Source: an optimization exercise on an open RTL-to-GDS flow (aim: small area, a short achievable clock period and few clock cycles per item). Production flows keep margins and buffers that such runs may drop. RTL that was checked went through simulation tests only; none was proved equivalent to the original. No functional check of the RTL was part of run 3. Power is estimated from default activity; no workload was simulated.

**design/flow/design.v**
```verilog
`timescale 1ns / 1ps
module mul_ctrl
(
    input               clk,
    input               rst_b,
    input               start,
    output reg          done,
    output reg [7:0]    g_addra,
    input      [63:0]   g_douta,
    output reg [7:0]    g_addrb,
    input      [63:0]   g_doutb,
    output reg [6:0]    h_addra,
    input      [13:0]   h_douta,
    output reg          f_wea,
    output reg [7:0]    f_addra,
    output     [63:0]   f_dina,
    input      [63:0]   f_douta
    );
localparam [3:0] IDLE  = 4'd0,
                 FILL1 = 4'd1,
                 FILL2 = 4'd2,
                 FILL3 = 4'd3,
                 RUN1  = 4'd4,   
                 RUN2  = 4'd5,   
                 RUN3  = 4'd6,   
                 RUN4  = 4'd7,   
                 FIN   = 4'd8;   
reg  [13:0] hq;
reg  [3:0]  state;
reg  [7:0]  w;           
wire [7:0]  ph  = hq[13:6];
wire [5:0]  pl  = hq[5:0];
wire        nzl = |pl;
wire        eqw = (ph == w);
wire [8:0]  dm1 = {1'b0, w} + {1'b1, ~ph};           
wire [8:0]  d0  = {1'b0, w} + {1'b1, ~ph} + 9'd1;   
wire        w158 = (w == 8'd158);
wire        p0  = (ph == 8'd0);
wire        split = (eqw & nzl) | (w158 & p0 & (pl <= 6'd12));
wire        sp_b  = (eqw & nzl & (pl <= 6'd51)) | (w158 & p0 & ~nzl);
wire [6:0]  h_inc = (h_addra == 7'd70) ? 7'd0 : h_addra + 7'd1;
wire [6:0]  h_rep = (h_addra < 7'd2) ? h_addra + 7'd69 : h_addra - 7'd2;
wire        last_term  = (h_addra == 7'd2);   
wire        first_term = (h_addra == 7'd3);   
reg  [3:0]  kind;        
reg  [8:0]  dq;          
reg  [5:0]  plq;
reg         ccq;         
reg         spbq;        
reg         firstq;
always @(posedge clk) begin
    if (!rst_b) begin
        state   <= IDLE;
        kind    <= IDLE;
    end
    else begin
        kind    <= state;
        case (state)
            IDLE:
                if (start)
                    state <= FILL1;
            FILL1:
                state <= FILL2;
            FILL2:
                state <= FILL3;
            FILL3:
                state <= RUN1;
            RUN1:
                if (split)
                    state <= RUN2;
                else if (last_term && w158)
                    state <= FIN;
            RUN2:
                state <= RUN3;
            RUN3:
                state <= RUN4;
            RUN4:
                if (last_term && w == 8'd159)
                    state <= FIN;
                else
                    state <= RUN1;
            default:
                state <= IDLE;
        endcase
    end
end
always @(posedge clk) begin
    case (state)
        FILL1:   h_addra <= 7'd1;
        FILL2:   h_addra <= 7'd2;
        FILL3:   h_addra <= 7'd3;
        RUN1:    h_addra <= split ? h_rep : h_inc;
        RUN2, RUN3, RUN4:
                 h_addra <= h_inc;
        default: h_addra <= 7'd0;
    endcase
    if (state == IDLE && start)
        w <= 8'd0;
    else if (state == RUN1 && last_term)
        w <= w + 8'd1;
end
always @(posedge clk) begin
    hq      <= h_douta;
    dq      <= nzl ? dm1 : d0;
    plq     <= pl;
    ccq     <= nzl & (pl <= 6'd51);
    spbq    <= sp_b;
    firstq  <= first_term;
end
wire        neg = dq[8];
wire [7:0]  a   = dq[7:0] + ({8{neg}} & {7'b1001111, ccq});
wire [7:0]  b   = a + 8'd1;
wire [5:0]  o   = ({6{neg}} & 6'd51) - plq;
reg         type_b;      
reg  [5:0]  off1, off2, off3;
reg  [2:0]  off4;
reg         um1, um2, um3;
reg         first1, first2, first3, first4;
always @(posedge clk) begin
    g_addra <= a;
    if (kind == RUN1)
        type_b  <= spbq;
    g_addrb <= (kind == RUN1 && !spbq) ? b : 8'd0;
    um1     <= (kind != RUN1);
    case (kind)
        RUN1:    off1 <= o;
        RUN2:    off1 <= off1 + 6'd13;
        RUN3:    off1 <= type_b ? off1 + 6'd51 : 6'd0;
        default: off1 <= 6'd0;
    endcase
    if (!rst_b)
        first1  <= 1'b0;
    else
        first1  <= (kind == RUN1 && firstq) || kind == FIN;
end
wire        wr = first3 & (w != 8'd0);
always @(posedge clk) begin
    if (!rst_b) begin
        first2  <= 1'b0;
        first3  <= 1'b0;
        f_wea   <= 1'b0;
        done    <= 1'b0;
    end
    else begin
        first2  <= first1;
        first3  <= first2;
        f_wea   <= wr;
        done    <= wr & (state == IDLE);
    end
    f_addra <= wr ? w - 8'd1 : w;
end
wire [127:0] x = {g_douta & {64{~um3}}, g_doutb};
wire [94:0]  y5 = off3[5] ? x[95:1]  : x[127:33];
wire [78:0]  y4 = off3[4] ? y5[78:0] : y5[94:16];
wire [70:0]  y3 = off3[3] ? y4[70:0] : y4[78:8];
reg  [70:0]  ya;
wire [66:0]  y2 = off4[2] ? ya[66:0] : ya[70:4];
wire [64:0]  y1 = off4[1] ? y2[64:0] : y2[66:2];
wire [63:0]  y0 = off4[0] ? y1[63:0] : y1[64:1];
reg  [63:0]  acc;
reg          m158;
wire [63:0]  acc_nx = (first4 ? f_douta : acc) ^ y0;
always @(posedge clk) begin
    off2    <= off1;
    off3    <= off2;
    off4    <= off3[2:0];
    um2     <= um1;
    um3     <= um2;
    first4  <= first3;
    ya      <= y3;
    acc     <= acc_nx & {51'h7_ffff_ffff_ffff, {13{~m158}}};
    if (first3)
        m158 <= w158;
end
assign f_dina = acc;
endmodule
`timescale 1ns / 1ps
module bike_mul
#(  parameter               G_ADDR_W = 8,
    parameter               G_DAT_W = 64,
    parameter               H_ADDR_W = 7,
    parameter               H_DAT_W = 14
    )
(
    input                   clk,
    input                   rst_b,
    input                   start,
    output                  done,
    output [G_ADDR_W-1:0]   g_addra,
    input  [G_DAT_W-1:0]    g_douta,
    output [G_ADDR_W-1:0]   g_addrb,
    input  [G_DAT_W-1:0]    g_doutb,
    output [H_ADDR_W-1:0]   h_addra,
    input  [H_DAT_W-1:0]    h_douta,
    output                  f_wea,
    output [G_ADDR_W-1:0]   f_addra,
    output [G_DAT_W-1:0]    f_dina,
    input  [G_DAT_W-1:0]    f_douta
    );
mul_ctrl mul0_ctrl (
    .clk        (clk),
    .rst_b      (rst_b),
    .start      (start),
    .done       (done),
    .g_addra    (g_addra),
    .g_douta    (g_douta),
    .g_addrb    (g_addrb),
    .g_doutb    (g_doutb),
    .h_addra    (h_addra),
    .h_douta    (h_douta),
    .f_wea      (f_wea),
    .f_addra    (f_addra),
    .f_dina     (f_dina),
    .f_douta    (f_douta)
    );
endmodule
```
**design/flow/flow/run.sh**
```bash
#!/bin/bash
# The standard layout, with the port buffers made of buf_1 cells instead of
# the clkdlybuf4s50_1 cells buffer_ports picks by default, a clock tree
# without dummy loads, and repair_timing aiming at a 2.7 ns cycle.
set -euo pipefail
bash standard.sh "BUFFER_PORTS_ARGS=-buffer_cell sky130_fd_sc_hd__buf_1" \
  "CTS_ARGS=-sink_clustering_enable -repair_clock_nets -dont_use_dummy_load" \
  "SETUP_SLACK_MARGIN=5.3" \
  finish > standard_flow.log 2>&1
```
**design/flow/standard.sh**
```bash
#!/bin/bash
# synth_recipe.tcl (not shown) runs the flow's synth.tcl, then flattens the netlist and writes it again
# the make line also repeats each setting of config.mk as NAME=value (left out here)
make -C /OpenROAD-flow-scripts/flow DESIGN_CONFIG=/design/flow/config.mk WORK_HOME=/design/flow/orfs CLKGATE_MAP_FILE= SYNTH_SCRIPT=/design/flow/synth_recipe.tcl "${@:-finish}"
```
**design/flow/config.mk**
```make
export PLATFORM = sky130hd
export DESIGN_NAME = bike_mul
export DESIGN_NICKNAME = bike_mul
export VERILOG_FILES = /design/flow/design.v
export SDC_FILE = /design/flow/constraint.sdc
export NUM_CORES = 4
export LEC_CHECK = 0
export CAP_MARGIN = 20
export CORE_MARGIN = 2
export CORE_UTILIZATION = 40
export PLACE_DENSITY = 0.6
export SETUP_SLACK_MARGIN = 5
export SLEW_MARGIN = 20
```
**design/flow/constraint.sdc**
```tcl
create_clock -name core_clock -period 8.0 [get_ports {clk}]
set_input_delay 1.6000 -clock core_clock [delete_from_list [all_inputs] [get_ports {clk}]]
set_output_delay 1.6000 -clock core_clock [all_outputs]
set_load 0.01 [all_outputs]
```
==> results of run 1 <==
==> registers in the layout, summed over array words and instances (netlist names), 3 cells and up <==
register and count:
mul0_ctrl.acc 64, mul0_ctrl.dq 9, mul0_ctrl.f_addra 8, mul0_ctrl.g_addra 8, mul0_ctrl.g_addrb 8, mul0_ctrl.h_addra 7, mul0_ctrl.hq 14, mul0_ctrl.kind 4
mul0_ctrl.off1 6, mul0_ctrl.off2 6, mul0_ctrl.off3 6, mul0_ctrl.off4 3, mul0_ctrl.plq 6, mul0_ctrl.state 4, mul0_ctrl.w 8, mul0_ctrl.ya 71
==> through the flow <==
step,util [%],instance area (um2),std cells
after CTS,47.1,15800,1985
after floorplan,-,13700,1280
after global routing,47.5,16000,2000
after global placement,44.8,15100,1954
after detailed placement,44.8,15100,1954
final,47.5,16000,2003
==> metal layers <==
metal  global-route usage, %  share of wire (%)  vias to the layer above
met5                       0               0.14                        -
met4                    5.53                2.8                        8
met3                    4.78                7.6                       67
met2                    35.1                 47                      361
met1                    26.6                 42                     5042
li1                        -                  -                     5219
==> Yosys cell counts (all sizes together), types with 10 or more instances <==
| library cell | n | share of area (%) |
|---|---|---|
| dfxtp | 243 | 36 |
| mux2i | 230 | 17 |
| nor2 | 84 | 2.4 |
| xor2 | 69 | 4.4 |
| mux4 | 64 | 11 |
| nand2 | 61 | 1.7 |
| mux2 | 58 | 4.8 |
| clkbuf | 51 | 1.6 |
| o21ai | 44 | 1.6 |
| a22oi | 42 | 2.3 |
| xnor2 | 39 | 2.5 |
| inv | 36 | 0.99 |
| buf | 34 | 1.2 |
| ha | 29 | 2.7 |
| a21oi | 27 | 0.99 |
| nor3 | 16 | 0.59 |
| and2 | 10 | 0.47 |
==> final timing paths <==
check | cells after the start | endpoint
worst max-delay path | 1 | h_addra[0]
worst min-delay path | 0 | mul0_ctrl.off4[0]
worst max register to register | 9 | mul0_ctrl.g_addrb[6]
worst min register to register | 0 | mul0_ctrl.off4[0]
==> cell usage in the layout, fill, tap and decap left out, drive strengths merged, types with 6 or more instances in the layout <==
master	count
mux2i	230
xnor2	39
buf	322
inv	36
nor2b	8
nand4	7
diode	7
o21ai	44
a221oi	9
and3	9
nand2	61
xor2	69
ha	29
nor3	16
dfxtp	243
mux4	64
clkbuf	30
nand3	6
a21oi	27
a22oi	42
and2	10
a211oi	8
mux2	58
nand2b	9
nor2	85
a21o	6
==> layout make-up <==
type | count | area share [%]
antenna | 7 | 0.110
clock buffer | 28 | 4.39
inverter | 36 | 0.847
multi-input combinational | 914 | 51.5
sequential | 246 | 31.4
tap | 448 | 3.51
timing repair buffer | 324 | 8.22
==> power groups by stage <==
stage                     combinational, W  clock (W)  sequential [W]
after detailed placement          0.000827          0         0.00164
final                             0.000832    0.00107         0.00161
after CTS                         0.000835    0.00110         0.00161
after global placement            0.000820          0         0.00163
after floorplan                   0.000551          0         0.00163
after global routing              0.000917    0.00114         0.00164
==> cells by family after synthesis <==
logic type	Yosys count	share of synthesized area (%)
buffers and inverters	121	3.78
DFF	246	36.3
xor gates and xnor gates	108	6.92
AOI/OAI and AO/OA	179	9.06
and+or+nand+nor	242	8.72
adders and majority gates	32	3.09
muxes	352	32.2
==> what timing repair did <==
action                     4_1_cts  5_1_grt
gates resized for setup         21       11
gates cloned                     0        1
hold buffers                     0        0
setup endpoints to repair       49       28
pin swaps                        0        1
buffers inserted                 3       10
==> metrics.cfg, run 1 <==
[status]
outcome = complete, no violations

[clocking]
cts_tree = yes
ctsHtreeMaxLevel = 1
cts.sinks = 246
root_buffer = clkbuf_16
cts_buffers = 28
clk_pin_slew_ns = 0.06
clk_latency_ns = 0.55
clockBufferDepth = 3

[grt]
grt_pass1_wl_um = 58100
grt_pass1_vias = 10400
antenna_found_initial = 12
grt_overflow_total = 0
grt_start_max_net_pins = 89
grtUsageTotal_pct = 20.7

[min_path]
hold_start = mul0_ctrl.off3[0]
hold_path.class = register to register

[floorplanning]
die_area_um2 = 35700
initial_core_util_pct = 40.7
num_rows = 67
ios = 306
die_w_um = 189
core_region_area_um2 = 33600
fp.dieH_um = 189

[power_and_ir_drop]
power.internal_w = 0.00243
power_density_nw_per_um2 = 220
switching_share_pct = 30.7
power_leakage_nw = 5.29
p_clk_share_pct = 30.4
p_comb_share_pct = 23.7
seqPwrFrac_pct = 46.0
p_sw_w = 0.00108
report.power.total_w = 0.00351
peakVddDrop_mv = 0.180

[yosys]
synth.distinct_cells = 73
syn_area_um2 = 13700
syn_inst = 1280
synth_nets = 1521
synth_warnings = 1
synth-async-reset-ratio_pct = 0
synth_enable_flop_cells = 3
yosysSeqAreaShare_pct = 36.3
synth_top_flop_cell = dfxtp_1
yosys_register_bits = 246
avgSynthCellArea_um2 = 10.7

[worst_setup_path]
crit_family = flip-flops
critPathMaxFanout = 2
startpoint = mul0_ctrl.h_addra[0]
worstSetupPathType = register to primary output
cp.arrival_ns = 1.12
path_buf_inv = 1
crit_required_ns = 6.40
cp_slowest_cell = edfxtp_1
rrSetupSlack_ns = 5.42
start_kind = register
end_kind = primary output
cpPeakStageDelay_ns = 0.42
worstReg2RegStart = mul0_ctrl.dq[8]
path_cells = buf_1

[timing]
maxSlewHeadroom_pct = 27.6
finalHoldViolations = 0
skew_ns = 0.0423
tightest_slew_ns = 1.09
min_period_ns = 2.72
period_share_pct = 34.0
drv_slew = 0
setup_viol = 0
timing.hold.ws_ns = 0.318
rsz0062_at_grt = yes
fmax_ghz = 0.368
setup_tns_ns = 0
layout_setup_ws_ns = 5.28

[routing]
first_pass_iters = 5
drtIter0Drc = 685
vias = 10700
drc = 0
vias_per_cell = 5.34
post_drt_wl_per_cell_um = 19.1
postRouteAntennaNets = 0
wl_um = 38300

[placement]
hpwl_um = 29500
port_buffers = 304
pre_cts_slack_ns = 5.23
gp_congestion = 0.924

[flow_run]
max_cap_violations = 0

[layout]
area_growth_pct = 16.8
fill_cells = 3216
nNetsFinal = 1791
drive_gt1_share_pct = 14.1
multi_input_area_um2 = 8230
regArea_um2 = 5010

Testbench counts, summed over its fixed seeds: cycles 207,147, mults 18.
==> run 2, diff against run 1 <==
==> design/flow/flow/run.sh (replaced) <==
#!/bin/bash
# The standard layout, with the port buffers made of buf_1 cells instead of
# the clkdlybuf4s50_1 cells buffer_ports picks by default, a clock tree
# without dummy loads and with clusters of up to 24 sinks, and repair_timing aiming at a 2.7 ns cycle.
set -euo pipefail
bash standard.sh "BUFFER_PORTS_ARGS=-buffer_cell sky130_fd_sc_hd__buf_1" \
  "CTS_ARGS=-sink_clustering_enable -repair_clock_nets -dont_use_dummy_load -sink_clustering_size 24 -sink_clustering_max_diameter 80" \
  "SETUP_SLACK_MARGIN=5.3" \
  finish > standard_flow.log 2>&1
==> run 2 against run 1 <==
  * Highest routed layer unchanged
  * Clock skew shrank 0.0065 ns
  * Still clean
  * Worst hold slack lost 0.011 ns
  * Worst setup slack gained 0.049 ns
  * Sequential share of layout area grew 0.63 points
  * Non-clock buffer count shrank 7
==> metrics.cfg, run 2 <==
[status]
outcome = complete, no violations

[flow_run]
max_cap_violations = 0

[worst_setup_path]
crit_required_ns = 6.40
crit_family = flip-flops
critPathMaxFanout = 3
worstSetupPathType = register to primary output
end_kind = primary output
cpPeakStageDelay_ns = 0.44
path_buf_inv = 1
path_cells = buf_1
start_kind = register
cp.arrival_ns = 1.07
cp_slowest_cell = edfxtp_1

[grt]
grt_start_max_net_pins = 89
antenna_found_initial = 12
grt_pass1_vias = 10300
grt_pass1_wl_um = 57700
grt_overflow_total = 0
grtUsageTotal_pct = 20.6

[yosys]
yosysMostFrequentCell = dfxtp_1
netlist.area_leader.share_pct = 35.6
synth.distinct_cells = 73
netlist_top_cells_area = dfxtp_1, mux2i_1, mux4_2
synth_nets = 1521
synth_warnings = 1
yosysSeqAreaShare_pct = 36.3
synth_top_flop_cell = dfxtp_1
synth_enable_flop_cells = 3
yosys.area.top_type = dfxtp_1
yosys_register_bits = 246
avgSynthCellArea_um2 = 10.7
synth-async-reset-ratio_pct = 0
syn_inst = 1280
syn_area_um2 = 13700
synth_common_cells = dfxtp_1, mux2i_1, nor2_1

[placement]
gp_congestion = 0.924
port_buffers = 304
hpwl_um = 29500
pre_cts_slack_ns = 5.23

[min_path]
hold_path.class = register to register

[routing]
drtIter0Drc = 556
vias_per_cell = 5.33
wl_um = 37900
vias = 10600
first_pass_iters = 6
post_drt_wl_per_cell_um = 19.1
postRouteAntennaNets = 0
drc = 0

[power_and_ir_drop]
power_leakage_nw = 5.09
peakVddDrop_mv = 0.124
power_density_nw_per_um2 = 207

[clocking]
cts.sinks = 246
cts_tree = yes
clockBufferDepth = 3
cts_buffers = 17
clk_latency_ns = 0.50
root_buffer = clkbuf_16
clk_pin_slew_ns = 0.09
ctsHtreeMaxLevel = 1

[layout]
area_growth_pct = 14.3
top_register = mul0_ctrl.ya
layout_commonest_cell = buf_1
drive_gt1_share_pct = 12.7
nNetsFinal = 1773
largestRegisters = mul0_ctrl.ya: 71 flops, mul0_ctrl.acc: 64 flops, mul0_ctrl.hq: 14 flops
largest_reg_flops = 71
fill_cells = 3237
layout_common_cells = buf_1, mux2i_1, dfxtp_1
final_core_util_pct = 46.5

[timing]
drv_slew = 0
setup_viol = 0
rsz0062_at_grt = yes
fmax_ghz = 0.374
period_share_pct = 33.4
tightest_slew_ns = 1.10
layout_setup_ws_ns = 5.33
setup_tns_ns = 0
skew_ns = 0.0358
maxSlewHeadroom_pct = 26.8
finalHoldViolations = 0
min_period_ns = 2.67

[floorplanning]
fp.dieH_um = 189
ios = 306
num_rows = 67
core_region_area_um2 = 33600
initial_core_util_pct = 40.7
die_area_um2 = 35700
die_w_um = 189

## run 2: cell count changes in the layout (fill, tap and decap cells not counted), moves of 2 or more
cell,delta
buf_1,+7
clkbuf_2,-2
clkbuf_16,-11
dfxtp_2,+4
buf_2,-5
dfxtp_4,-4
buf_4,-7
## run 2: path summary, 6_finish.rpt
check / startpoint / end / slack (ns) / cells past startpoint
max reg2reg: mul0_ctrl.dq[8] / mul0_ctrl.g_addrb[6] / 5.43 / 9
min: mul0_ctrl.off2[0] / mul0_ctrl.off3[0] / 0.31 / 0
max: mul0_ctrl.h_addra[0] / h_addra[0] / 5.33 / 1
min reg2reg: mul0_ctrl.off2[0] / mul0_ctrl.off3[0] / 0.31 / 0
## run 2: logic make-up (layout without fill, tap and decap cells)
| group | after synthesis | count (layout) | share of synthesized area [%] |
|---|---|---|---|
| and+or+nand+nor | 242 | 243 | 8.72 |
| AOI/OAI and AO/OA | 179 | 179 | 9.06 |
| other | 0 | 7 | 0 |
| muxes | 352 | 352 | 32.2 |
| DFF | 246 | 246 | 36.3 |
| xor gates and xnor gates | 108 | 108 | 6.92 |
| buffers and inverters | 121 | 370 | 3.78 |
| adders and majority gates | 32 | 32 | 3.09 |
## run 2: layout make-up
type / instances / area, um2 / area share (%)
multi-input combinational: 914 / 8230 / 52.7
sequential: 246 / 5000 / 32.0
timing repair buffer: 317 / 1250 / 7.99
tap: 448 / 561 / 3.59
clock buffer: 17 / 425 / 2.72
inverter: 36 / 135 / 0.865
antenna: 7 / 17.5 / 0.112
## run 2: worst register-to-register path: stages (launching register included)
cell and delay (ns):
dfxtp_4 0.37, and2_1 0.14, ha_1 0.22, fa_2 0.36
a21o_1 0.19, a211o_1 0.32, and3_1 0.18, or2_2 0.30
or2_2 0.30, a21oi_1 0.13
## run 2: power breakdown
group | switching (W) | internal (W) | total, W
Sequential | 0.000175 | 0.00144 | 0.00161
Combinational | 0.000442 | 0.000385 | 0.000827
Clock | 0.000409 | 0.000378 | 0.000788
## run 2: layer usage
layer	track usage [%]	up-vias	part of all wire (%)
li1	-	5180	-
met1	26.5	4990	43
met2	35.1	351	47
met3	4.82	54	7.9
met4	4.57	8	1.9
met5	0	-	0.14
## run 2: metrics by stage
stage,hold WS [ns],power [W],std cells,cell area [um2]
6_report,0.307,0.00323,1985,15600
3_5_place_dp,0.312,0.00247,1954,15100
5_1_grt,0.313,0.00342,1982,15600
4_1_cts,0.310,0.00326,1972,15500
2_1_floorplan,0.310,0.00218,1280,13700
3_3_place_gp,0.309,0.00245,1954,15100
## run 2: repair_timing
action                                  CTS  global route
endpoints found under the setup margin   28             9
gates cloned                              0             1
gates resized for setup                  13             7
setup buffers                             1             5
hold buffers                              0             0
hold endpoints to repair                  0             0
pin swaps                                 0             1
==> run 3, diff against run 2 <==
--- a/design/flow/design.v
+++ b/design/flow/design.v
@@ -32,16 +32,17 @@
 wire [5:0]  pl  = hq[5:0];
 wire        nzl = |pl;
 wire        eqw = (ph == w);
-wire [8:0]  dm1 = {1'b0, w} + {1'b1, ~ph};           
-wire [8:0]  d0  = {1'b0, w} + {1'b1, ~ph} + 9'd1;   
 wire        w158 = (w == 8'd158);
 wire        p0  = (ph == 8'd0);
 wire        split = (eqw & nzl) | (w158 & p0 & (pl <= 6'd12));
 wire        sp_b  = (eqw & nzl & (pl <= 6'd51)) | (w158 & p0 & ~nzl);
-wire [6:0]  h_inc = (h_addra == 7'd70) ? 7'd0 : h_addra + 7'd1;
-wire [6:0]  h_rep = (h_addra < 7'd2) ? h_addra + 7'd69 : h_addra - 7'd2;
-wire        last_term  = (h_addra == 7'd2);   
-wire        first_term = (h_addra == 7'd3);   
+reg  [6:0]  hn;
+reg  [6:0]  h_nx;
+wire [6:0]  hc    = ~hn;
+wire [6:0]  h_inc = (hc == 7'd70) ? 7'd0 : hc + 7'd1;
+wire [6:0]  h_rep = (hc < 7'd2) ? hc + 7'd69 : hc - 7'd2;
+wire        last_term  = (hc == 7'd2);   
+wire        first_term = (hc == 7'd3);   
 reg  [3:0]  kind;        
 reg  [8:0]  dq;          
 reg  [5:0]  plq;
@@ -84,16 +85,20 @@
         endcase
     end
 end
-always @(posedge clk) begin
+always @(*) begin
     case (state)
-        FILL1:   h_addra <= 7'd1;
-        FILL2:   h_addra <= 7'd2;
-        FILL3:   h_addra <= 7'd3;
-        RUN1:    h_addra <= split ? h_rep : h_inc;
+        FILL1:   h_nx = 7'd1;
+        FILL2:   h_nx = 7'd2;
+        FILL3:   h_nx = 7'd3;
+        RUN1:    h_nx = split ? h_rep : h_inc;
         RUN2, RUN3, RUN4:
-                 h_addra <= h_inc;
-        default: h_addra <= 7'd0;
+                 h_nx = h_inc;
+        default: h_nx = 7'd0;
     endcase
+end
+always @(posedge clk) begin
+    h_addra <= h_nx;
+    hn      <= ~h_nx;
     if (state == IDLE && start)
         w <= 8'd0;
     else if (state == RUN1 && last_term)
@@ -101,7 +106,7 @@
 end
 always @(posedge clk) begin
     hq      <= h_douta;
-    dq      <= nzl ? dm1 : d0;
+    dq      <= {1'b0, w} - {1'b0, ph} - {8'd0, nzl};
     plq     <= pl;
     ccq     <= nzl & (pl <= 6'd51);
     spbq    <= sp_b;
==> run 3 against run 2 <==
  * Still clean on timing, DRC and antenna
  * Clock-buffer cell count stayed put
  * Routed wire length rose by 3.9%
  * Sequential share of layout area rose by 0.086 points
  * Cell area grew 2.2%
  * Critical path type is now register to register
  * Highest routed layer unchanged
==> metrics.cfg, run 3 <==
[yosys]
synth_nets = 1552
synth.distinct_cells = 72
synth_enable_flop_cells = 2
netlist.area_leader.share_pct = 36.2
synth_warnings = 1
avgSynthCellArea_um2 = 10.6
syn_inst = 1305
netlist_top_cells_area = dfxtp_1, mux2i_1, mux4_2
synth-async-reset-ratio_pct = 0
yosysMostFrequentCell = dfxtp_1
syn_area_um2 = 13900
synth_common_cells = dfxtp_1, mux2i_1, nor2_1
yosys.area.top_type = dfxtp_1
synth_top_flop_cell = dfxtp_1
yosys_register_bits = 253
yosysSeqAreaShare_pct = 36.7

[timing]
tightest_slew_ns = 1.07
period_share_pct = 34.6
maxSlewHeadroom_pct = 28.3
fmax_ghz = 0.362
drv_slew = 0
skew_ns = 0.0466
rsz0062_at_grt = yes
min_period_ns = 2.77
finalHoldViolations = 0
setup_viol = 0
setup_tns_ns = 0

[worst_setup_path]
crit_required_ns = 8.41
cp_slowest_cell = or4_4
startpoint = mul0_ctrl.hq[3]
end_kind = register
r2r-end = mul0_ctrl.dq[7]
rrSetupSlack_ns = 5.23
endpoint = mul0_ctrl.dq[7]
cpPeakStageDelay_ns = 0.54
worstReg2RegStart = mul0_ctrl.hq[3]
start_kind = register
path_cells = or4_4 > nor3_4 > fa_2 > inv_1 > ha_1 > o21ai_2 > nand3b_1 > a21o_1 > a21oi_2 > buf_4 > a211o_1
critPathMaxFanout = 4
reg2regPathDepth = 11
cp.arrival_ns = 3.17
worstSetupPathType = register to register

[grt]
grt_pass1_wl_um = 59200
grtUsageTotal_pct = 21.1
grt_pass1_vias = 10500
grt_start_max_net_pins = 89
grt_overflow_total = 0
antenna_found_initial = 14

[layout]
layout_common_cells = buf_1, dfxtp_1, mux2i_1
fill_cells = 3345
top_register = mul0_ctrl.ya
largest_reg_flops = 71
final_core_util_pct = 46.4
area_growth_pct = 15.1
drive_gt1_share_pct = 12.8
largestRegisters = mul0_ctrl.ya: 71 flops, mul0_ctrl.acc: 64 flops, mul0_ctrl.hq: 14 flops
nNetsFinal = 1807
layout_commonest_cell = buf_1

[min_path]
hold_path.class = register to register

[floorplanning]
die_area_um2 = 36200
fp.dieH_um = 190
ios = 306
num_rows = 68
die_w_um = 190
core_region_area_um2 = 34400
initial_core_util_pct = 40.4

[clocking]
clockBufferDepth = 3
cts_hold_buf = 0
cts_buffers = 17
root_buffer = clkbuf_16
ctsHtreeMaxLevel = 1
cts_tree = yes
cts.sinks = 253
clk_pin_slew_ns = 0.09
clk_latency_ns = 0.51

[routing]
drc = 0
post_drt_wl_per_cell_um = 19.5
first_pass_iters = 5
postRouteAntennaNets = 0
wl_um = 39400
drtIter0Drc = 579
vias = 10800
vias_per_cell = 5.35

[placement]
hpwl_um = 30700
port_buffers = 304
gp_congestion = 0.886

[power_and_ir_drop]
power_density_nw_per_um2 = 217
power_leakage_nw = 5.21
peakVddDrop_mv = 0.144

[status]
outcome = complete, no violations

[flow_run]
max_cap_violations = 0

-- run 3: changes by cell type in the layout (fill, tap and decap cells not counted), sizes merged, moves of 8 or more --
| cell | before | now |
|---|---|---|
| xor2 | 69 | 55 |
| xnor2 | 39 | 50 |
| nand3 | 6 | 17 |
| dfxtp | 243 | 251 |
| inv | 36 | 50 |
-- run 3: worst min-delay path by stage --
stage                     slack, ns              start           endpoint  cells past startpoint
after floorplan                0.31  mul0_ctrl.off2[0]  mul0_ctrl.off3[0]                      0
after global placement         0.31  mul0_ctrl.off3[2]  mul0_ctrl.off4[2]                      0
after detailed placement       0.31  mul0_ctrl.off3[0]  mul0_ctrl.off4[0]                      0
after CTS                      0.33  mul0_ctrl.off3[0]  mul0_ctrl.off4[0]                      0
after global routing           0.33  mul0_ctrl.off2[3]  mul0_ctrl.off3[3]                      0
final                          0.33  mul0_ctrl.off2[3]  mul0_ctrl.off3[3]                      0
-- run 3: kinds of logic after synthesis --
kind of cell | Yosys count | share of synthesized area [%]
multiplexers | 353 | 31.8
flip-flops | 253 | 36.7
AND/OR/NAND/NOR | 239 | 8.43
AO/OA/AOI/OAI | 183 | 9.05
buffers and inverters | 134 | 3.79
XOR/XNOR | 105 | 6.63
adder cells (fa/ha/maj) | 38 | 3.64
-- run 3: layer usage --
layer	GRT usage, %	vias up	share of wire (%)
met1	26.1	5173	41
met4	4.98	6	2.1
met2	37.1	340	49
li1	-	5273	-
met3	5.02	46	7.7
met5	0	-	0.11
-- run 3: through the flow --
stage	cells	total power (W)	worst slack, ns	cell area (um2)	hold WS [ns]
final	2025	0.00346	5.23	16000	0.326
after global routing	2019	0.00368	5.14	15900	0.332
after CTS	2007	0.00348	5.22	15800	0.327
after detailed placement	1988	0.00267	4.97	15300	0.312
after global placement	1988	0.00266	5.01	15300	0.310
after floorplan	1305	0.00234	5.24	13900	0.310
-- run 3: layout make-up --
type	instances	area (um2)	area share (%)
clock buffer	17	425	2.67
tap	455	569	3.57
timing repair buffer	320	1270	7.96
sequential	253	5120	32.1
multi-input combinational	918	8360	52.4
antenna	12	30.0	0.188
inverter	50	188	1.18
-- run 3: power breakdown --
part,internal [W],switching (W)
clock,0.000379,0.000417
combinational,0.000453,0.000534
sequential,0.00149,0.000186
-- run 3: repair_timing --
action	in CTS	in global routing
gates cloned	0	0
setup endpoints to repair	13	19
pin swaps	2	7
resized for setup	7	19
buffers inserted	2	6
-- run 3: critical path: cells and delay by family, from the launching register on --
kind | cells | cell delay, ns
flip-flops | 1 | 0.34
buffers and inverters | 2 | 0.23
AO/OA/AOI/OAI | 4 | 0.54
AND/OR/NAND/NOR | 3 | 0.87
adder cells (fa/ha/maj) | 2 | 0.68
==> run 4, diff against run 3 <==
--- a/design/flow/design.v
+++ b/design/flow/design.v
@@ -32,6 +32,8 @@
 wire [5:0]  pl  = hq[5:0];
 wire        nzl = |pl;
 wire        eqw = (ph == w);
+wire [8:0]  dm1 = {1'b0, w} + {1'b1, ~ph};           
+wire [8:0]  d0  = {1'b0, w} + {1'b1, ~ph} + 9'd1;   
 wire        w158 = (w == 8'd158);
 wire        p0  = (ph == 8'd0);
 wire        split = (eqw & nzl) | (w158 & p0 & (pl <= 6'd12));
@@ -106,7 +108,7 @@
 end
 always @(posedge clk) begin
     hq      <= h_douta;
-    dq      <= {1'b0, w} - {1'b0, ph} - {8'd0, nzl};
+    dq      <= nzl ? dm1 : d0;
     plq     <= pl;
     ccq     <= nzl & (pl <= 6'd51);
     spbq    <= sp_b;
==> run 4 against run 3 <==
  * Still clean
  * Power is 4.7% lower
  * Critical path depth is 10 lower
  * Clock-buffer cell count stayed put
  * Register-to-register slack better by 0.23 ns
  * Global-route usage is 0.23 points lower
  * Critical path type is now register to primary output
==> metrics.cfg, run 4 <==
[status]
outcome = complete, no violations

[timing]
timing.hold.ws_ns = 0.327
fmax_ghz = 0.379
setup_tns_ns = 0
min_period_ns = 2.64
finalHoldViolations = 0
period_share_pct = 33.0
setup_viol = 0
tightest_slew_ns = 1.08
skew_ns = 0.0441
drv_slew = 0
maxSlewHeadroom_pct = 28.2
rsz0062_at_grt = yes

[clocking]
ctsHtreeMaxLevel = 1
cts_hold_buf = 0
cts_buffers = 17
clockBufferDepth = 3
clk_pin_slew_ns = 0.08
cts_tree = yes
root_buffer = clkbuf_16
clk_latency_ns = 0.50
cts_setup_buffers = 0
cts.sinks = 253

[worst_setup_path]
critPathMaxFanout = 2
rrSetupSlack_ns = 5.46
worstSetupPathType = register to primary output
path_buf_inv = 1
crit_family = flip-flops
cpPeakStageDelay_ns = 0.38
reg2regPathDepth = 9
cp.arrival_ns = 1.04
end_kind = primary output
path_cells = buf_1
worstReg2RegStart = mul0_ctrl.dq[8]
cp_slowest_cell = dfxtp_1
r2r-end = mul0_ctrl.g_addrb[7]
crit_required_ns = 6.40
start_kind = register

[layout]
drive_gt1_share_pct = 11.1
fill_cells = 3292
largest_reg_flops = 71
largestRegisters = mul0_ctrl.ya: 71 flops, mul0_ctrl.acc: 64 flops, mul0_ctrl.hq: 14 flops
final_core_util_pct = 46.5
area_growth_pct = 13.8
nNetsFinal = 1779
fin_area_um2 = 15700
top_register = mul0_ctrl.ya
layout_common_cells = buf_1, dfxtp_1, mux2i_1
layout_commonest_cell = buf_1

[yosys]
synth_top_flop_cell = dfxtp_1
synth_enable_flop_cells = 2
synth_warnings = 1
yosys_register_bits = 253
synth_common_cells = dfxtp_1, mux2i_1, nor2_1
syn_area_um2 = 13800
synth-async-reset-ratio_pct = 0
synth.distinct_cells = 63
yosys.area.top_type = dfxtp_1
netlist.area_leader.share_pct = 36.5
yosysSeqAreaShare_pct = 36.9
synth_nets = 1534
syn_inst = 1293
yosysMostFrequentCell = dfxtp_1
avgSynthCellArea_um2 = 10.7
netlist_top_cells_area = dfxtp_1, mux2i_1, mux4_2

[power_and_ir_drop]
p_clk_share_pct = 24.2
p_comb_share_pct = 25.5
power.internal_w = 0.00224
power_density_nw_per_um2 = 210
report.power.total_w = 0.00330
power_leakage_nw = 5.15
seqPwrFrac_pct = 50.3
p_sw_w = 0.00105
peakVddDrop_mv = 0.141
switching_share_pct = 31.9

[grt]
grt_start_max_net_pins = 89
antenna_found_initial = 2
grt_busiest_layer = met2
use_met1_pct = 27.5
met3_usage_pct = 3.80
grtUsageTotal_pct = 20.9
met2_usage_pct = 35.1
grt_overflow_total = 0
grt_pass1_wl_um = 58400
grt_pass1_vias = 10400

[floorplanning]
initial_core_util_pct = 40.9
die_w_um = 190
core_region_area_um2 = 33700
num_rows = 67
fp.dieH_um = 190
die_area_um2 = 35900
ios = 306

[flow_run]
max_cap_violations = 0

[placement]
gp_congestion = 0.879
port_buffers = 304
postPlaceCellArea_um2 = 15200
hpwl_um = 30500

[routing]
post_drt_wl_per_cell_um = 19.4
postRouteAntennaNets = 0
vias_per_cell = 5.38
drtIter0Drc = 547
drc = 0
vias = 10700
wl_um = 38500
first_pass_iters = 5

[min_path]
hold_path.class = register to register
hold_start = mul0_ctrl.off3[1]
hold_end = mul0_ctrl.off4[1]
min_path_cells = 0

==> run 4: changes by cell type after synthesis, moves of 4 or more <==
cell and delta:
nor4_1 -4, xor2_1 +17, buf_1 -8, ha_1 -5, inv_1 -14, and2_1 +7, and3_1 +7, xnor2_1 -12
or4_1 +4, clkbuf_1 +8
==> run 4: cell type report <==
type / instances / area [um2] / share of cell area (%)
diodes: 2 / 5.00 / 0.0319
flip-flops and latches: 253 / 5110 / 32.6
clock buffers: 17 / 425 / 2.71
inverters: 36 / 135 / 0.862
multi-input cells: 920 / 8250 / 52.6
well taps: 448 / 561 / 3.58
repair buffers: 310 / 1190 / 7.62
==> run 4: logic make-up after synthesis <==
family	after synthesis	share of synthesized area, %
DFF	253	36.9
AOI/OAI and AO/OA	183	8.97
xor gates and xnor gates	110	6.99
adders and majority gates	32	3.07
muxes	353	32.0
and+or+nand+nor	242	8.57
buffers and inverters	120	3.48
==> run 4: per-stage QoR <==
stage / setup WS, ns / instances
final: 5.36 / 1986
after global routing: 5.26 / 1984
after CTS: 5.32 / 1984
after detailed placement: 5.22 / 1967
after global placement: 5.20 / 1967
after floorplan: 5.53 / 1293
==> run 4: routing by layer <==
metal / vias up / wire, um
met5: - / 0
met4: 0 / 976
met3: 51 / 2740
met2: 371 / 18000
met1: 5055 / 16800
li1: 5201 / -
==> run 4: worst max path at each step <==
stage	from	end	cells past startpoint	slack, ns
after global placement	g_doutb[9]	mul0_ctrl.ya[0]	3	5.20
final	mul0_ctrl.acc[31]	f_dina[31]	1	5.36
after floorplan	mul0_ctrl.dq[8]	mul0_ctrl.g_addrb[7]	9	5.53
after CTS	mul0_ctrl.acc[29]	f_dina[29]	1	5.32
after global routing	mul0_ctrl.w[4]	mul0_ctrl.hn[3]	7	5.26
after detailed placement	g_doutb[9]	mul0_ctrl.ya[0]	3	5.22
==> run 4: power groups by stage <==
stage / clock, W / sequential [W] / combinational [W]
floorplan: 0 / 0.00165 / 0.000588
global placement: 0 / 0.00168 / 0.000831
detailed placement: 0 / 0.00169 / 0.000841
CTS: 0.000823 / 0.00166 / 0.000845
global route: 0.000869 / 0.00169 / 0.000921
finish: 0.000796 / 0.00166 / 0.000841
==> run 4: repair_timing <==
action,4_1_cts,5_1_grt
setup endpoints to repair,1,23
gates resized for setup,1,9
hold endpoints to repair,0,0
pin swaps,0,2
Testbench counts of run 4, summed over its fixed seeds: cycles 207,147, mults 18.
==> run 5, diff against run 4 <==
==> design/flow/flow/run.sh (replaced) <==
#!/bin/bash
# The standard layout, with the port buffers made of buf_1 cells instead of
# the clkdlybuf4s50_1 cells buffer_ports picks by default, a clock tree
# without dummy loads and with clusters of up to 24 sinks, and repair_timing aiming at a 2.8 ns cycle.
set -euo pipefail
bash standard.sh "BUFFER_PORTS_ARGS=-buffer_cell sky130_fd_sc_hd__buf_1" \
  "CTS_ARGS=-sink_clustering_enable -repair_clock_nets -dont_use_dummy_load -sink_clustering_size 24 -sink_clustering_max_diameter 80" \
  "SETUP_SLACK_MARGIN=5.2" \
  finish > standard_flow.log 2>&1
==> run 5 against run 4 <==
  * Via count is 0.15% lower
  * Still clean on timing, DRC and antenna
  * Global-route usage stayed put
  * Sequential cell count stayed put
  * Area after synthesis stayed put
  * Cell area is 0.21% lower
  * Clock-buffer cell count stayed put
  * Largest power group unchanged
==> metrics.cfg, run 5 <==
[status]
outcome = complete, no violations

[floorplanning]
die_w_um = 190
initial_core_util_pct = 40.9
num_rows = 67
core_region_area_um2 = 33700
ios = 306
fp.dieH_um = 190
die_area_um2 = 35900

[grt]
use_met1_pct = 27.5
grt_pass1_vias = 10400
grt_busiest_layer = met2
grt_start_max_net_pins = 89
grt_overflow_total = 0
grtUsageTotal_pct = 20.9
grt_pass1_wl_um = 58400
met2_usage_pct = 35.1
met3_usage_pct = 3.80
antenna_found_initial = 2

[layout]
largestRegisters = mul0_ctrl.ya: 71 flops, mul0_ctrl.acc: 64 flops, mul0_ctrl.hq: 14 flops
drive_gt1_share_pct = 10.8
nNetsFinal = 1779
top_register = mul0_ctrl.ya
layout_common_cells = buf_1, dfxtp_1, mux2i_1
fin_area_um2 = 15600
largest_reg_flops = 71
area_growth_pct = 13.6
layout_commonest_cell = buf_1
fill_cells = 3299

[min_path]
hold_end = mul0_ctrl.off4[1]
hold_path.class = register to register
min_path_cells = 0
hold_start = mul0_ctrl.off3[1]

[yosys]
avgSynthCellArea_um2 = 10.7
yosys_register_bits = 253
syn_inst = 1293
synth-async-reset-ratio_pct = 0
synth_common_cells = dfxtp_1, mux2i_1, nor2_1
synth_top_flop_cell = dfxtp_1
synth_nets = 1534
yosys.area.top_type = dfxtp_1
syn_area_um2 = 13800
yosysSeqAreaShare_pct = 36.9
synth_enable_flop_cells = 2
yosysMostFrequentCell = dfxtp_1
synth.distinct_cells = 63
netlist_top_cells_area = dfxtp_1, mux2i_1, mux4_2
synth_warnings = 1
netlist.area_leader.share_pct = 36.5

[clocking]
cts_tree = yes
ctsHtreeMaxLevel = 1
clk_pin_slew_ns = 0.09
cts_buffers = 17
cts.sinks = 253
cts_setup_buffers = 0
clockBufferDepth = 3
root_buffer = clkbuf_16
clk_latency_ns = 0.50

[timing]
drv_slew = 0
setup_tns_ns = 0
setup_viol = 0
rsz0062_at_grt = yes
fmax_ghz = 0.377
layout_setup_ws_ns = 5.35
min_period_ns = 2.65
period_share_pct = 33.1
skew_ns = 0.0460
maxSlewHeadroom_pct = 28.2
tightest_slew_ns = 1.08
finalHoldViolations = 0

[power_and_ir_drop]
report.power.total_w = 0.00329
power_density_nw_per_um2 = 210
power_leakage_nw = 5.14
peakVddDrop_mv = 0.141

[placement]
hpwl_um = 30500
gp_congestion = 0.879
pre_cts_slack_ns = 5.22
postPlaceCellArea_um2 = 15200
port_buffers = 304

[routing]
vias = 10700
first_pass_iters = 4
vias_per_cell = 5.37
wl_um = 38600
post_drt_wl_per_cell_um = 19.4
postRouteAntennaNets = 0
drc = 0
drtIter0Drc = 585

[worst_setup_path]
start_kind = register
reg2regPathDepth = 5
crit_required_ns = 8.44
end_kind = register
cp.arrival_ns = 3.09
rrSetupSlack_ns = 5.35
r2r-end = mul0_ctrl.ya[19]
worstReg2RegStart = mul0_ctrl.um3
worstSetupPathType = register to register
critPathMaxFanout = 20

[flow_run]
max_cap_violations = 0

-- run 5: cell counts after synthesis --
Identical to the previous run, type by type.
-- run 5: power by group --
group          internal (W)  switching, W  leakage, nW  total (W)
logic              0.000395      0.000443         2.85   0.000839
clock network      0.000379      0.000417        0.210   0.000795
registers           0.00147      0.000190         2.08    0.00166
total               0.00224       0.00105         5.14    0.00329
-- run 5: cell families (layout without fill, tap and decap cells) --
logic type	after synthesis	count (layout)	share of synthesized area, %
XOR/XNOR	110	110	6.99
buffers and inverters	120	363	3.48
flip-flops	253	253	36.9
AO/OA/AOI/OAI	183	183	8.97
adder cells (fa/ha/maj)	32	32	3.07
AND/OR/NAND/NOR	242	242	8.57
multiplexers	353	353	32.0
other	0	2	0
-- run 5: worst max-delay path by stage --
stage	depth (start not counted)	end	start	slack (ns)
2_1_floorplan	9	mul0_ctrl.g_addrb[7]	mul0_ctrl.dq[8]	5.53
3_3_place_gp	3	mul0_ctrl.ya[0]	g_doutb[9]	5.20
3_5_place_dp	3	mul0_ctrl.ya[0]	g_doutb[9]	5.22
4_1_cts	9	mul0_ctrl.g_addrb[7]	mul0_ctrl.dq[8]	5.25
5_1_grt	9	mul0_ctrl.g_addrb[7]	mul0_ctrl.dq[8]	5.19
6_report	5	mul0_ctrl.ya[19]	mul0_ctrl.um3	5.35
-- run 5: cell type report --
type	count	area [um2]	share of cell area, %
Multi-Input combinational cell	920	8220	52.6
Sequential cell	253	5110	32.7
Timing Repair Buffer	310	1190	7.58
Tap cell	448	561	3.58
Clock buffer	17	425	2.72
Inverter	36	135	0.864
Antenna cell	2	5.00	0.0320
-- run 5: worst max-delay path: stages (launching register included) --
cell,delay [ns]
dfxtp_1,0.62
nor2_2,0.74
buf_4,0.38
a22oi_1,0.12
mux2i_1,0.47
mux2_2,0.25
-- run 5: stage by stage --
stage / instances / hold WS, ns / util (%)
after CTS: 1984 / 0.329 / 46.4
after detailed placement: 1967 / 0.312 / 45.1
after global routing: 1984 / 0.333 / 46.4
final: 1986 / 0.327 / 46.4
after global placement: 1967 / 0.310 / 45.1
after floorplan: 1293 / 0.310 / -
-- run 5: repair_timing --
action	CTS	global route
resized for setup	0	2
hold endpoints to repair	0	0
hold buffers	0	0
setup endpoints to repair	0	2
-- run 5: routing by layer --
metal / wire length (um) / vias to the layer above
met5: 0 / -
met4: 994 / 0
met3: 2760 / 51
met2: 18000 / 357
met1: 16800 / 5055
li1: - / 5199
==> run 6, diff against run 5 <==
==> design/flow/flow/run.sh (replaced) <==
#!/bin/bash
# The standard layout, with the port buffers made of buf_1 cells instead of
# the clkdlybuf4s50_1 cells buffer_ports picks by default, a clock tree
# without dummy loads and with clusters of up to 24 sinks, and repair_timing aiming at a 2.5 ns cycle.
set -euo pipefail
bash standard.sh "BUFFER_PORTS_ARGS=-buffer_cell sky130_fd_sc_hd__buf_1" \
  "CTS_ARGS=-sink_clustering_enable -repair_clock_nets -dont_use_dummy_load -sink_clustering_size 24 -sink_clustering_max_diameter 80" \
  "SETUP_SLACK_MARGIN=5.5" \
  finish > standard_flow.log 2>&1
==> run 6 against run 5 <==
  * Sequential power rose by 3%
  * Worst hold slack barely moved
  * Power rose by 7.8%
  * Combinational power rose by 24%
  * Sequential cell count did not move
  * Critical path type is now register to primary output
  * Worst setup slack improved by 0.089 ns
  * Area after synthesis did not move
==> metrics.cfg, run 6 <==
[worst_setup_path]
path_buf_inv = 1
reg2regPathDepth = 9
path_cells = buf_6
cp.arrival_ns = 0.96
startpoint = mul0_ctrl.acc[31]
critPathMaxFanout = 2
end_kind = primary output
start_kind = register
worstSetupPathType = register to primary output
cp_slowest_cell = dfxtp_2
cp.depth = 1
worstReg2RegStart = mul0_ctrl.dq[8]
crit_required_ns = 6.40
cpPeakStageDelay_ns = 0.36
crit_family = flip-flops
rrSetupSlack_ns = 5.52

[placement]
gp_congestion = 0.879
port_buffers = 304
hpwl_um = 30500

[clocking]
cts_buffers = 17
cts_tree = yes
root_buffer = clkbuf_16
ctsHtreeMaxLevel = 1
clk_pin_slew_ns = 0.09
clk_latency_ns = 0.50
clockBufferDepth = 3
cts.sinks = 253

[yosys]
synth_nets = 1534
synth_warnings = 1
avgSynthCellArea_um2 = 10.7
synth-async-reset-ratio_pct = 0
yosysMostFrequentCell = dfxtp_1
yosys_register_bits = 253
syn_area_um2 = 13800
netlist_top_cells_area = dfxtp_1, mux2i_1, mux4_2
synth_common_cells = dfxtp_1, mux2i_1, nor2_1
yosysSeqAreaShare_pct = 36.9
synth.distinct_cells = 63
synth_enable_flop_cells = 2
netlist.area_leader.share_pct = 36.5
yosys.area.top_type = dfxtp_1
syn_inst = 1293
synth_top_flop_cell = dfxtp_1

[routing]
drtIter0Drc = 504
drc = 0
postRouteAntennaNets = 0
wl_um = 39300
first_pass_iters = 5
vias_per_cell = 5.40
vias = 10800
post_drt_wl_per_cell_um = 19.7

[timing]
skew_ns = 0.0479
drv_slew = 0
fmax_ghz = 0.390
setup_tns_ns = 0
timing.hold.ws_ns = 0.327
tightest_slew_ns = 1.07
period_share_pct = 32.0
setup_viol = 0
min_period_ns = 2.56
finalHoldViolations = 0
rsz0062_at_grt = yes
maxSlewHeadroom_pct = 28.3

[grt]
grt_start_max_net_pins = 89
grt_pass1_wl_um = 59400
grt_pass1_vias = 10600
grtUsageTotal_pct = 21.2
antenna_found_initial = 2
grt_overflow_total = 0

[min_path]
min_path_cells = 0
hold_start = mul0_ctrl.off3[1]
hold_path.class = register to register

[layout]
largestRegisters = mul0_ctrl.ya: 71 flops, mul0_ctrl.acc: 64 flops, mul0_ctrl.hq: 14 flops
regArea_um2 = 5230
drive_gt1_share_pct = 24.2
fill_cells = 3171
layout_common_cells = mux2i_1, buf_1, dfxtp_1
area_growth_pct = 20.3
nNetsFinal = 1786
multi_input_area_um2 = 8330
largest_reg_flops = 71
top_register = mul0_ctrl.ya
layout_commonest_cell = mux2i_1

[flow_run]
max_cap_violations = 0

[floorplanning]
die_area_um2 = 35900
ios = 306
num_rows = 67
die_w_um = 190
fp.dieH_um = 190
core_region_area_um2 = 33700
initial_core_util_pct = 40.9

[power_and_ir_drop]
power_leakage_nw = 5.66
peakVddDrop_mv = 0.141
power_density_nw_per_um2 = 214

[status]
outcome = complete, no violations

==> run 6: what timing repair did <==
| item | CTS | global route |
|---|---|---|
| gates cloned | 0 | 0 |
| pin swaps | 2 | 5 |
| hold buffers | 0 | 0 |
| resized for setup | 256 | 42 |
| buffers inserted | 3 | 4 |
| endpoints found under the setup margin | 128 | 132 |
==> run 6: path summary, 6_finish.rpt <==
check                    endpoint
max                    f_dina[31]
min             mul0_ctrl.off4[1]
max reg2reg  mul0_ctrl.g_addrb[7]
min reg2reg     mul0_ctrl.off4[1]
==> run 6: where the power goes <==
group          switching, W  internal (W)
Clock              0.000419      0.000379
Sequential         0.000218       0.00150
Combinational      0.000452      0.000585
Total               0.00109       0.00246
==> run 6: kinds of logic after synthesis <==
group / Yosys count / share of synthesized area (%)
flops: 253 / 36.9
buf+inv: 120 / 3.48
xor+xnor: 110 / 6.99
simple gates: 242 / 8.57
mux: 353 / 32.0
compound gates: 183 / 8.97
fa+ha+maj: 32 / 3.07
==> run 6: through the flow <==
stage                     area [um2]  utilization, %  cells  setup WS (ns)  power, W
after floorplan                13800               -   1293           5.53   0.00223
after global placement         15200            45.1   1967           5.20   0.00251
after detailed placement       15200            45.1   1967           5.22   0.00253
after CTS                      16400            48.6   1987           5.36   0.00356
after global routing           16600            49.2   1991           5.39   0.00374
final                          16600            49.2   1993           5.44   0.00355
==> run 6: area by class of cell <==
type                       instances  share of cell area, %
multi-input combinational        920                   50.3
sequential                       253                   31.5
antenna                            2                 0.0302
inverter                          36                  0.815
timing repair buffer             317                   11.4
clock buffer                      17                   2.57
tap                              448                   3.38
==> run 6: per-layer routing <==
| metal | vias to the layer above | routed length (um) | global-route usage [%] | share of wire (%) |
|---|---|---|---|---|
| met4 | 0 | 1000 | 5.90 | 2.6 |
| met1 | 5136 | 16900 | 27.8 | 43 |
| met3 | 54 | 2590 | 3.60 | 6.6 |
| li1 | 5216 | - | - | - |
| met5 | - | 0 | 0 | 0 |
| met2 | 354 | 18700 | 36.1 | 48 |
==> run 7, diff against run 6 <==
==> design/flow/flow/run.sh (replaced) <==
#!/bin/bash
# The standard layout, with the port buffers made of buf_1 cells instead of
# the clkdlybuf4s50_1 cells buffer_ports picks by default, a clock tree
# without dummy loads and with clusters of up to 24 sinks, and repair_timing aiming at a 2.6 ns cycle.
set -euo pipefail
bash standard.sh "BUFFER_PORTS_ARGS=-buffer_cell sky130_fd_sc_hd__buf_1" \
  "CTS_ARGS=-sink_clustering_enable -repair_clock_nets -dont_use_dummy_load -sink_clustering_size 24 -sink_clustering_max_diameter 80" \
  "SETUP_SLACK_MARGIN=5.4" \
  finish > standard_flow.log 2>&1
==> run 7 against run 6 <==
  * Still clean
  * Via count decreased by 0.16%
  * Fmax is 0.19% lower
  * Routed wire length shrank 1.5%
  * Utilization decreased by 1.9 points
  * Critical path depth did not move
  * Sequential share of layout area increased by 0.91 points
  * Register-to-register slack got worse by 0.05 ns
  * Synthesized cell count did not move
  * Combinational power fell by 14%
  * Largest cell class unchanged
  * Highest routed layer unchanged
==> metrics.cfg, run 7 <==
[clocking]
ctsHtreeMaxLevel = 1
clockBufferDepth = 3
cts_buffers = 17
clk_latency_ns = 0.50
cts_setup_buffers = 0
clk_pin_slew_ns = 0.08
cts_hold_buf = 0
cts_tree = yes
root_buffer = clkbuf_16
cts.sinks = 253

[floorplanning]
num_rows = 67
initial_core_util_pct = 40.9
die_w_um = 190
fp.dieH_um = 190
die_area_um2 = 35900
core_region_area_um2 = 33700
ios = 306

[yosys]
synth_warnings = 1
netlist_top_cells_area = dfxtp_1, mux2i_1, mux4_2
synth_common_cells = dfxtp_1, mux2i_1, nor2_1
syn_inst = 1293
avgSynthCellArea_um2 = 10.7
yosys.area.top_type = dfxtp_1
synth-async-reset-ratio_pct = 0
yosysSeqAreaShare_pct = 36.9
synth_enable_flop_cells = 2
yosys_register_bits = 253
syn_area_um2 = 13800
synth_nets = 1534
yosysMostFrequentCell = dfxtp_1
netlist.area_leader.share_pct = 36.5
synth_top_flop_cell = dfxtp_1
synth.distinct_cells = 63

[grt]
grt_pass1_wl_um = 58400
grt_overflow_total = 0
grt_pass1_vias = 10400
grtUsageTotal_pct = 20.9
antenna_found_initial = 2
grt_start_max_net_pins = 89

[layout]
drive_gt1_share_pct = 19.5
nNetsFinal = 1779
largest_reg_flops = 71
final_core_util_pct = 47.2
top_register = mul0_ctrl.ya
largestRegisters = mul0_ctrl.ya: 71 flops, mul0_ctrl.acc: 64 flops, mul0_ctrl.hq: 14 flops
layout_common_cells = mux2i_1, buf_1, dfxtp_1
layout_commonest_cell = mux2i_1
area_growth_pct = 15.6

[timing]
maxSlewHeadroom_pct = 28.6
setup_tns_ns = 0
period_share_pct = 32.1
tightest_slew_ns = 1.07
min_period_ns = 2.57
finalHoldViolations = 0
fmax_ghz = 0.390
rsz0062_at_grt = yes
skew_ns = 0.0446
timing.hold.ws_ns = 0.327
setup_viol = 0
drv_slew = 0

[worst_setup_path]
end_kind = primary output
path_buf_inv = 1
path_cells = buf_2
worstSetupPathType = register to primary output
start_kind = register
cp_slowest_cell = dfxtp_1
critPathMaxFanout = 2
crit_required_ns = 6.40
cp.arrival_ns = 0.97
cpPeakStageDelay_ns = 0.34
crit_family = flip-flops

[routing]
vias_per_cell = 5.41
postRouteAntennaNets = 0
drtIter0Drc = 620
post_drt_wl_per_cell_um = 19.5
wl_um = 38700
first_pass_iters = 5
vias = 10700
drc = 0

[placement]
hpwl_um = 30500
port_buffers = 304
gp_congestion = 0.879

[status]
outcome = complete, no violations

[power_and_ir_drop]
power_leakage_nw = 5.43
peakVddDrop_mv = 0.141
power_density_nw_per_um2 = 211

[flow_run]
max_cap_violations = 0

[min_path]
hold_path.class = register to register

## run 7: cell counts after synthesis
Identical to the previous run, type by type.
## run 7: cells by family after synthesis
| group | share of synthesized area, % |
|---|---|
| AOI/OAI and AO/OA | 8.97 |
| xor gates and xnor gates | 6.99 |
| adders and majority gates | 3.07 |
| and+or+nand+nor | 8.57 |
| muxes | 32.0 |
| buffers and inverters | 3.48 |
| DFF | 36.9 |
## run 7: worst paths after layout
kind	startpoint	end	slack [ns]	depth (start not counted)
max	mul0_ctrl.acc[35]	f_dina[35]	5.43	1
min	mul0_ctrl.off3[1]	mul0_ctrl.off4[1]	0.33	0
max reg2reg	mul0_ctrl.dq[8]	mul0_ctrl.g_addrb[7]	5.47	9
min reg2reg	mul0_ctrl.off3[1]	mul0_ctrl.off4[1]	0.33	0
## run 7: timing repair
item,4_1_cts,5_1_grt
endpoints found under the hold margin,0,0
setup endpoints to repair,53,101
resized for setup,65,89
pin swaps,0,3
## run 7: metrics by stage
step                      std cells  setup WS (ns)  power [W]  instance area [um2]
final                          1986           5.43    0.00336                15900
after global routing           1984           5.33    0.00355                15900
after CTS                      1984           5.36    0.00335                15700
after detailed placement       1967           5.22    0.00253                15200
after global placement         1967           5.20    0.00251                15200
after floorplan                1293           5.53    0.00223                13800
## run 7: layout make-up
| cell class | instances | area (um2) |
|---|---|---|
| repair buffers | 310 | 1360 |
| diodes | 2 | 5.00 |
| flip-flops and latches | 253 | 5160 |
| multi-input cells | 920 | 8260 |
| fillers | 3266 | 17800 |
| clock buffers | 17 | 425 |
| well taps | 448 | 561 |
| inverters | 36 | 135 |
## run 7: where the power goes
| part | switching, W | internal [W] | total, W |
|---|---|---|---|
| Combinational | 0.000445 | 0.000444 | 0.000890 |
| Clock | 0.000418 | 0.000379 | 0.000797 |
| Sequential | 0.000191 | 0.00148 | 0.00167 |
| Total | 0.00105 | 0.00231 | 0.00336 |
## run 7: routing by layer
metal	wire, um	GRT usage [%]	vias up
li1	-	-	5206
met1	16700	27.5	5107
met2	18200	35.2	380
met3	2790	3.80	50
met4	966	5.87	0
met5	0	0	-
==> run 8, diff against run 7 <==
==> design/flow/flow/run.sh (replaced) <==
#!/bin/bash
# The standard layout, with the port buffers made of buf_1 cells instead of
# the clkdlybuf4s50_1 cells buffer_ports picks by default, a clock tree
# without dummy loads and with clusters of up to 30 sinks, and repair_timing aiming at a 2.7 ns cycle.
set -euo pipefail
bash standard.sh "BUFFER_PORTS_ARGS=-buffer_cell sky130_fd_sc_hd__buf_1" \
  "CTS_ARGS=-sink_clustering_enable -repair_clock_nets -dont_use_dummy_load -sink_clustering_size 30 -sink_clustering_max_diameter 100" \
  "SETUP_SLACK_MARGIN=5.3" \
  finish > standard_flow.log 2>&1
==> run 8 against run 7 <==
  * Via count is 0.83% lower
  * Non-clock buffer count increased by 1
  * Sequential share of layout area rose by 0.31 points
  * Clock skew rose by 0.014 ns
==> metrics.cfg, run 8 <==
[status]
outcome = complete, no violations

[clocking]
cts_hold_buf = 0
clockBufferDepth = 3
ctsHtreeMaxLevel = 1
cts_buffers = 14
cts.sinks = 253
clk_pin_slew_ns = 0.10
root_buffer = clkbuf_16
clk_latency_ns = 0.51
cts_tree = yes

[worst_setup_path]
endpoint = f_dina[31]
cp.arrival_ns = 1.05
crit_required_ns = 6.40
crit_family = flip-flops
critPathMaxFanout = 2
cpPeakStageDelay_ns = 0.39
startpoint = mul0_ctrl.acc[31]
worstReg2RegStart = mul0_ctrl.dq[8]
cp_slowest_cell = dfxtp_1
path_cells = buf_1
worstSetupPathType = register to primary output
path_buf_inv = 1
rrSetupSlack_ns = 5.39
reg2regPathDepth = 9
r2r-end = mul0_ctrl.g_addrb[7]
start_kind = register
cp.depth = 1
end_kind = primary output

[yosys]
synth_top_flop_cell = dfxtp_1
synth-async-reset-ratio_pct = 0
avgSynthCellArea_um2 = 10.7
synth_common_cells = dfxtp_1, mux2i_1, nor2_1
netlist_top_cells_area = dfxtp_1, mux2i_1, mux4_2
syn_area_um2 = 13800
netlist.area_leader.share_pct = 36.5
syn_inst = 1293
yosysSeqAreaShare_pct = 36.9
synth_warnings = 1
synth_enable_flop_cells = 2
yosys.area.top_type = dfxtp_1
yosys_register_bits = 253
yosysMostFrequentCell = dfxtp_1
synth.distinct_cells = 63
synth_nets = 1534

[routing]
vias_per_cell = 5.37
postRouteAntennaNets = 0
drc = 0
drtIter0Drc = 581
post_drt_wl_per_cell_um = 19.4
wl_um = 38600
vias = 10700
first_pass_iters = 5

[power_and_ir_drop]
p_comb_share_pct = 26.0
seqPwrFrac_pct = 51.4
switching_share_pct = 32.5
peakVddDrop_mv = 0.157
p_clk_share_pct = 22.6
p_sw_w = 0.00105
power.internal_w = 0.00218
power_density_nw_per_um2 = 207
power_leakage_nw = 5.12

[timing]
period_share_pct = 33.1
maxSlewHeadroom_pct = 28.2
fmax_ghz = 0.378
tightest_slew_ns = 1.08
rsz0062_at_grt = yes
drv_slew = 0
min_period_ns = 2.65
skew_ns = 0.0587
setup_viol = 0
finalHoldViolations = 0
setup_tns_ns = 0

[placement]
hpwl_um = 30500
gp_congestion = 0.879
port_buffers = 304

[grt]
grt_pass1_wl_um = 58400
grtUsageTotal_pct = 20.8
grt_overflow_total = 0
met2_usage_pct = 34.7
grt_busiest_layer = met2
grt_start_max_net_pins = 89
grt_pass1_vias = 10400
met3_usage_pct = 3.58
use_met1_pct = 27.7
antenna_found_initial = 2

[layout]
multi_input_area_um2 = 8240
top_register = mul0_ctrl.ya
layout_common_cells = buf_1, dfxtp_1, mux2i_1
largestRegisters = mul0_ctrl.ya: 71 flops, mul0_ctrl.acc: 64 flops, mul0_ctrl.hq: 14 flops
area_growth_pct = 13.3
layout_commonest_cell = buf_1
drive_gt1_share_pct = 10.8
nNetsFinal = 1777
largest_reg_flops = 71
final_core_util_pct = 46.3
regArea_um2 = 5110
fill_cells = 3296

[min_path]
hold_path.class = register to register

[flow_run]
max_cap_violations = 0

[floorplanning]
initial_core_util_pct = 40.9
fp.dieH_um = 190
num_rows = 67
die_area_um2 = 35900
core_region_area_um2 = 33700
die_w_um = 190
ios = 306

-- run 8: cell counts after synthesis --
No cell type changed its count.
-- run 8: cells by family (layout without fill, tap and decap cells) --
| family | after synthesis | count (layout) | synth area share (%) |
|---|---|---|---|
| adders and majority gates | 32 | 32 | 3.07 |
| other | 0 | 2 | 0 |
| DFF | 253 | 253 | 36.9 |
| xor gates and xnor gates | 110 | 110 | 6.99 |
| muxes | 353 | 353 | 32.0 |
| buffers and inverters | 120 | 361 | 3.48 |
| AOI/OAI and AO/OA | 183 | 183 | 8.97 |
| and+or+nand+nor | 242 | 242 | 8.57 |
-- run 8: worst min-delay path by stage --
| stage | endpoint | slack (ns) | depth (start not counted) | from |
|---|---|---|---|---|
| floorplan | mul0_ctrl.off3[0] | 0.31 | 0 | mul0_ctrl.off2[0] |
| global placement | mul0_ctrl.off3[3] | 0.31 | 0 | mul0_ctrl.off2[3] |
| detailed placement | mul0_ctrl.um3 | 0.31 | 0 | mul0_ctrl.um2 |
| CTS | mul0_ctrl.off4[1] | 0.33 | 0 | mul0_ctrl.off3[1] |
| global route | mul0_ctrl.off3[5] | 0.34 | 0 | mul0_ctrl.off2[5] |
| finish | mul0_ctrl.off4[1] | 0.33 | 0 | mul0_ctrl.off3[1] |
-- run 8: final cells by class --
cell class              instances  share of cell area, %
diodes                          2                 0.0321
clock buffers                  14                   2.25
inverters                      36                  0.866
multi-input cells             920                   52.8
flip-flops and latches        253                   32.8
well taps                     448                   3.59
repair buffers                311                   7.70
-- run 8: per-stage QoR --
step | setup WS, ns | hold WS (ns) | instances | cell area, um2 | power (W)
CTS | 5.33 | 0.334 | 1981 | 15600 | 0.00326
finish | 5.35 | 0.331 | 1984 | 15600 | 0.00323
detailed placement | 5.22 | 0.312 | 1967 | 15200 | 0.00253
global placement | 5.20 | 0.310 | 1967 | 15200 | 0.00251
global route | 5.24 | 0.337 | 1982 | 15600 | 0.00340
floorplan | 5.53 | 0.310 | 1293 | 13800 | 0.00223
-- run 8: routing by layer --
layer | up-vias | share of wire (%)
met1 | 5026 | 44
met4 | 0 | 3.0
met3 | 53 | 6.6
met2 | 379 | 46
met5 | - | 0
li1 | 5196 | -
-- run 8: timing repair --
action	CTS	global route
resized for setup	3	5
setup buffers	0	1
hold endpoints to repair	0	0
endpoints found under the setup margin	3	15
pin swaps	0	4
-- run 8: power by group through the flow --
stage	sequential (W)	clock, W	combinational [W]
after CTS	0.00166	0.000753	0.000846
after detailed placement	0.00169	0	0.000841
final	0.00166	0.000729	0.000840
after global placement	0.00168	0	0.000831
after floorplan	0.00165	0	0.000588
after global routing	0.00169	0.000793	0.000920

## what the ideal ports hide
Ports are ideal in the flow. The routed layouts listed here were re-timed in OpenROAD.
Step 1 assumes that a clkbuf_16 drives the clock port and a buf_2 every other input.
Step 2 moves the port delays by t, midway between the first and last clock arrival at a register: inputs arrive t later, outputs are due t later. That takes back most of the time a late clock gives input paths.
Slacks: no drivers / after step 1 / after step 2; pairs: no drivers / after step 1.
| run | t (ns) | setup WS [ns] | worst setup path at the end | worst data-port slew with drivers (ns) | pins driven straight from the clock port |
|---|---|---|---|---|---|
| run 1 | 0.578 | 5.281 / 5.230 / 5.240 | input to register | 0.09 | 1 |
| run 2 | 0.532 | 5.329 / 5.277 / 5.271 | input to register | 0.09 | 1 |
| run 3 | 0.533 | 5.234 / 5.234 / 5.191 | input to register | 0.10 | 1 |
| run 4 | 0.532 | 5.364 / 5.315 / 5.245 | input to register | 0.10 | 1 |
| run 5 | 0.530 | 5.349 / 5.313 / 5.248 | input to register | 0.09 | 1 |
| run 6 | 0.530 | 5.438 / 5.389 / 5.249 | input to register | 0.10 | 1 |
| run 7 | 0.532 | 5.433 / 5.384 / 5.252 | input to register | 0.10 | 1 |
| run 8 | 0.533 | 5.354 / 5.305 / 5.226 | input to register | 0.10 | 1 |
After both steps every run listed still meets setup and hold. For run 6, which loses most, drivers alone change the setup slack by -0.049 ns; drivers and shift together by -0.189 ns.
